From an optimization exercise on the open Yosys and OpenROAD flow, aimed at small area and a short achievable clock period; shortcuts taken in it are not production practice.
Where RTL was checked, it was by simulation tests only, not by an equivalence proof against the original.
Power is estimated from default activity; no workload was simulated.

Design systolictop, start of the top module:
module systolictop
(
 input  wire clk, reset,
 input  wire [7:0] a1, a2, b1, b2,
 input  wire [2:0] i, j,
 output wire [15:0] c1, c2, c3, c4
);
export LEC_CHECK = 0
export CAP_MARGIN = 20
export CORE_MARGIN = 2
export CORE_UTILIZATION = 60
export PLACE_DENSITY = 0.7
export SETUP_SLACK_MARGIN = 3.1
export SLEW_MARGIN = 20
export SYNTH_HIERARCHICAL = 1
export SYNTH_MINIMUM_KEEP_SIZE = 0
create_clock -name core_clock -period 6.6 [get_ports {clk}]
standard.sh (not shown) runs the stock make flow with config.mk's settings and CLKGATE_MAP_FILE= SYNTH_SCRIPT=/design/flow/synth_recipe.tcl, a recipe that flattens the netlist after the stock synthesis.
==> flow/flow/run.sh <==
#!/bin/bash
# Layout flow: the standard flow (standard.sh: ORFS synthesis to the final layout) with
#  - the port buffers made of buf_1 instead of the cell buffer_ports picks by default,
#  - clock tree synthesis without dummy load cells,
#  - before floorplanning, combinational cells set to drive strength 1 (flow/downsize.tcl);
#    the flow's timing repair sizes up the ones that need it.
# ORFS writes each tool's log under orfs/logs; this script's own output goes to flow_run.log.
set -e
exec > flow_run.log 2>&1
export BUFFER_PORTS_ARGS="-buffer_cell sky130_fd_sc_hd__buf_1"
export CTS_ARGS="-sink_clustering_enable -repair_clock_nets -dont_use_dummy_load -buf_list {sky130_fd_sc_hd__clkbuf_4 sky130_fd_sc_hd__clkbuf_8}"
export PRE_FLOORPLAN_TCL="$(pwd)/flow/downsize.tcl"
bash standard.sh
==> flow/flow/downsize.tcl <==
# Before floorplanning: set the combinational cells that synthesis mapped at a drive strength
# above 1 back to strength 1. The timing repair steps of the flow size up the ones that need it.
set n 0
foreach inst [[ord::get_db_block] getInsts] {
  set m [[$inst getMaster] getName]
  if {[regexp {^sky130_fd_sc_hd__(a21oi|o21ai|nand2|nor2|xor2|xnor2|and2|or2|nor2b|nand3|inv|a21o|o21a|nand2b|and3|or3|nor3)_([2-9]|1[0-9])$} $m -> base sz]} {
    set target sky130_fd_sc_hd__${base}_1
    if {[get_lib_cells -quiet */$target] ne ""} {
      replace_cell [$inst getName] $target
      incr n
    }
  }
}
puts "downsize.tcl: $n cells set to drive strength 1"
Edit:
--- a/flow/design.v
+++ b/flow/design.v
@@ -205,40 +205,40 @@
   g_fa u104 (.a(n57), .b(n70), .c(n75), .s(n103), .co(n104));
   wire n105;
   wire n106;
   g_fa u106 (.a(n68), .b(n71), .c(n73), .s(n105), .co(n106));
   wire n107;
   wire n108;
   g_fa u108 (.a(n76), .b(n72), .c(n74), .s(n107), .co(n108));
   wire n109;
   wire n110;
   g_fa u110 (.a(n77), .b(n79), .c(n81), .s(n109), .co(n110));
   wire n111;
   wire n112;
-  g_fa u112 (.a(fa9), .b(n78), .c(n80), .s(n111), .co(n112));
+  g_fa u112 (.a(n78), .b(n80), .c(n83), .s(n111), .co(n112));
   wire n113;
   wire n114;
-  g_fa u114 (.a(n83), .b(n85), .c(n82), .s(n113), .co(n114));
+  g_fa u114 (.a(n85), .b(fa9), .c(n82), .s(n113), .co(n114));
   wire n115;
   wire n116;
-  g_fa u116 (.a(n53), .b(n60), .c(fa10), .s(n115), .co(n116));
+  g_fa u116 (.a(n53), .b(n60), .c(n84), .s(n115), .co(n116));
   wire n117;
   wire n118;
-  g_fa u118 (.a(n84), .b(n86), .c(n87), .s(n117), .co(n118));
+  g_fa u118 (.a(n86), .b(n87), .c(fa10), .s(n117), .co(n118));
   wire n119;
   wire n120;
   g_fa u120 (.a(n40), .b(n47), .c(n54), .s(n119), .co(n120));
   wire n121;
   wire n122;
-  g_fa u122 (.a(n61), .b(fa11), .c(n88), .s(n121), .co(n122));
+  g_fa u122 (.a(n61), .b(n88), .c(fa11), .s(n121), .co(n122));
   wire n123;
   wire n124;
   g_fa u124 (.a(n48), .b(n55), .c(n62), .s(n123), .co(n124));
   wire n125;
   g_xnor2 u125 (.a(fa2), .b(n3), .y(n125));
   wire n126;
   g_or2 u126 (.a(fa2), .b(n3), .y(n126));
   wire n127;
   wire n128;
   g_fa u128 (.a(n11), .b(n18), .c(n25), .s(n127), .co(n128));
   wire n129;
   wire n130;
@@ -257,71 +257,71 @@
   g_fa u138 (.a(n104), .b(n106), .c(n107), .s(n137), .co(n138));
   wire n139;
   wire n140;
   g_fa u140 (.a(n108), .b(n111), .c(n110), .s(n139), .co(n140));
   wire n141;
   wire n142;
   g_fa u142 (.a(n112), .b(n115), .c(n117), .s(n141), .co(n142));
   wire n143;
   wire n144;
   g_fa u144 (.a(n119), .b(n116), .c(n118), .s(n143), .co(n144));
   wire n145;
   wire n146;
-  g_fa u146 (.a(fa12), .b(n120), .c(n123), .s(n145), .co(n146));
+  g_fa u146 (.a(n120), .b(n123), .c(fa12), .s(n145), .co(n146));
   wire n147;
   wire n148;
-  g_fa u148 (.a(n56), .b(n63), .c(fa13), .s(n147), .co(n148));
+  g_fa u148 (.a(n56), .b(n63), .c(n124), .s(n147), .co(n148));
   wire n149;
   g_xnor2 u149 (.a(fa1), .b(n2), .y(n149));
   wire n150;
   g_or2 u150 (.a(fa1), .b(n2), .y(n150));
   wire n151;
   wire n152;
   g_fa u152 (.a(n10), .b(n17), .c(n125), .s(n151), .co(n152));
   wire n153;
   wire n154;
   g_fa u154 (.a(n126), .b(n89), .c(n127), .s(n153), .co(n154));
   wire n155;
   wire n156;
   g_fa u156 (.a(n128), .b(n91), .c(n129), .s(n155), .co(n156));
   wire n157;
   wire n158;
   g_fa u158 (.a(n130), .b(n97), .c(n131), .s(n157), .co(n158));
   wire n159;
   wire n160;
   g_fa u160 (.a(n132), .b(n101), .c(n133), .s(n159), .co(n160));
   wire n161;
   wire n162;
   g_fa u162 (.a(n105), .b(n134), .c(n135), .s(n161), .co(n162));
   wire n163;
   wire n164;
-  g_fa u164 (.a(n109), .b(n136), .c(n137), .s(n163), .co(n164));
+  g_fa u164 (.a(n136), .b(n137), .c(n109), .s(n163), .co(n164));
   wire n165;
   wire n166;
-  g_fa u166 (.a(n113), .b(n138), .c(n139), .s(n165), .co(n166));
+  g_fa u166 (.a(n138), .b(n113), .c(n139), .s(n165), .co(n166));
   wire n167;
   wire n168;
-  g_fa u168 (.a(n114), .b(n140), .c(n141), .s(n167), .co(n168));
+  g_fa u168 (.a(n114), .b(n141), .c(n140), .s(n167), .co(n168));
   wire n169;
   wire n170;
   g_fa u170 (.a(n121), .b(n142), .c(n143), .s(n169), .co(n170));
   wire n171;
   wire n172;
   g_fa u172 (.a(n122), .b(n145), .c(n144), .s(n171), .co(n172));
   wire n173;
   wire n174;
-  g_fa u174 (.a(n124), .b(n147), .c(n146), .s(n173), .co(n174));
+  g_fa u174 (.a(n147), .b(fa13), .c(n146), .s(n173), .co(n174));
   wire n175;
   wire n176;
-  g_fa u176 (.a(n64), .b(fa14), .c(n148), .s(n175), .co(n176));
+  g_fa u176 (.a(n64), .b(n148), .c(fa14), .s(n175), .co(n176));
   wire n177;
   g_xnor2 u177 (.a(fa0), .b(n1), .y(n177));
   wire n178;
   g_nor2 u178 (.a(fa0), .b(n1), .y(n178));
   wire n179;
   g_xor2 u179 (.a(n149), .b(n9), .y(n179));
   wire n180;
   g_nor2 u180 (.a(n149), .b(n9), .y(n180));
   wire n181;
   g_xnor2 u181 (.a(n179), .b(n178), .y(n181));
   wire n182;
   g_aoi21 u182 (.a1(n179), .a2(n178), .b1(n180), .y(n182));
Die area does not change.
Sequential power barely changes.
Worst setup slack is worse by 39 ps.
Combinational power hardly moves.
Worst hold slack is worse by 3.7 ps.
Total power is higher by 0.32%.
The RTL of the second run of this note was laid out without a check of its function.

-- what the ideal ports hide --
How much do the figures lean on ideal ports? The routed layouts below were timed once more, with nothing changed but the port constraints. Step 1 assumes that a clkbuf_16 drives the clock port and a buf_2 every other input. Step 2 times the ports against the registers' clock, not the clock port: input delays grow and output delays shrink by t, the midpoint of the rising clock arrivals with the driver on. a / b / c = ideal ports / drivers / drivers and shift; a / b = the first two.
run | shift t [ns] | slack for setup (ns) | worst slew at a driven data input, ns
the first run | 0.473 | 3.153 / 3.146 / 2.705 | 0.07
the second run | 0.483 | 3.114 / 3.136 / 2.653 | 0.06
After both steps every run listed still meets setup and hold. The setup slack of the second run, which loses most, moves by +0.022 ns with the drivers and by -0.461 ns with both steps.
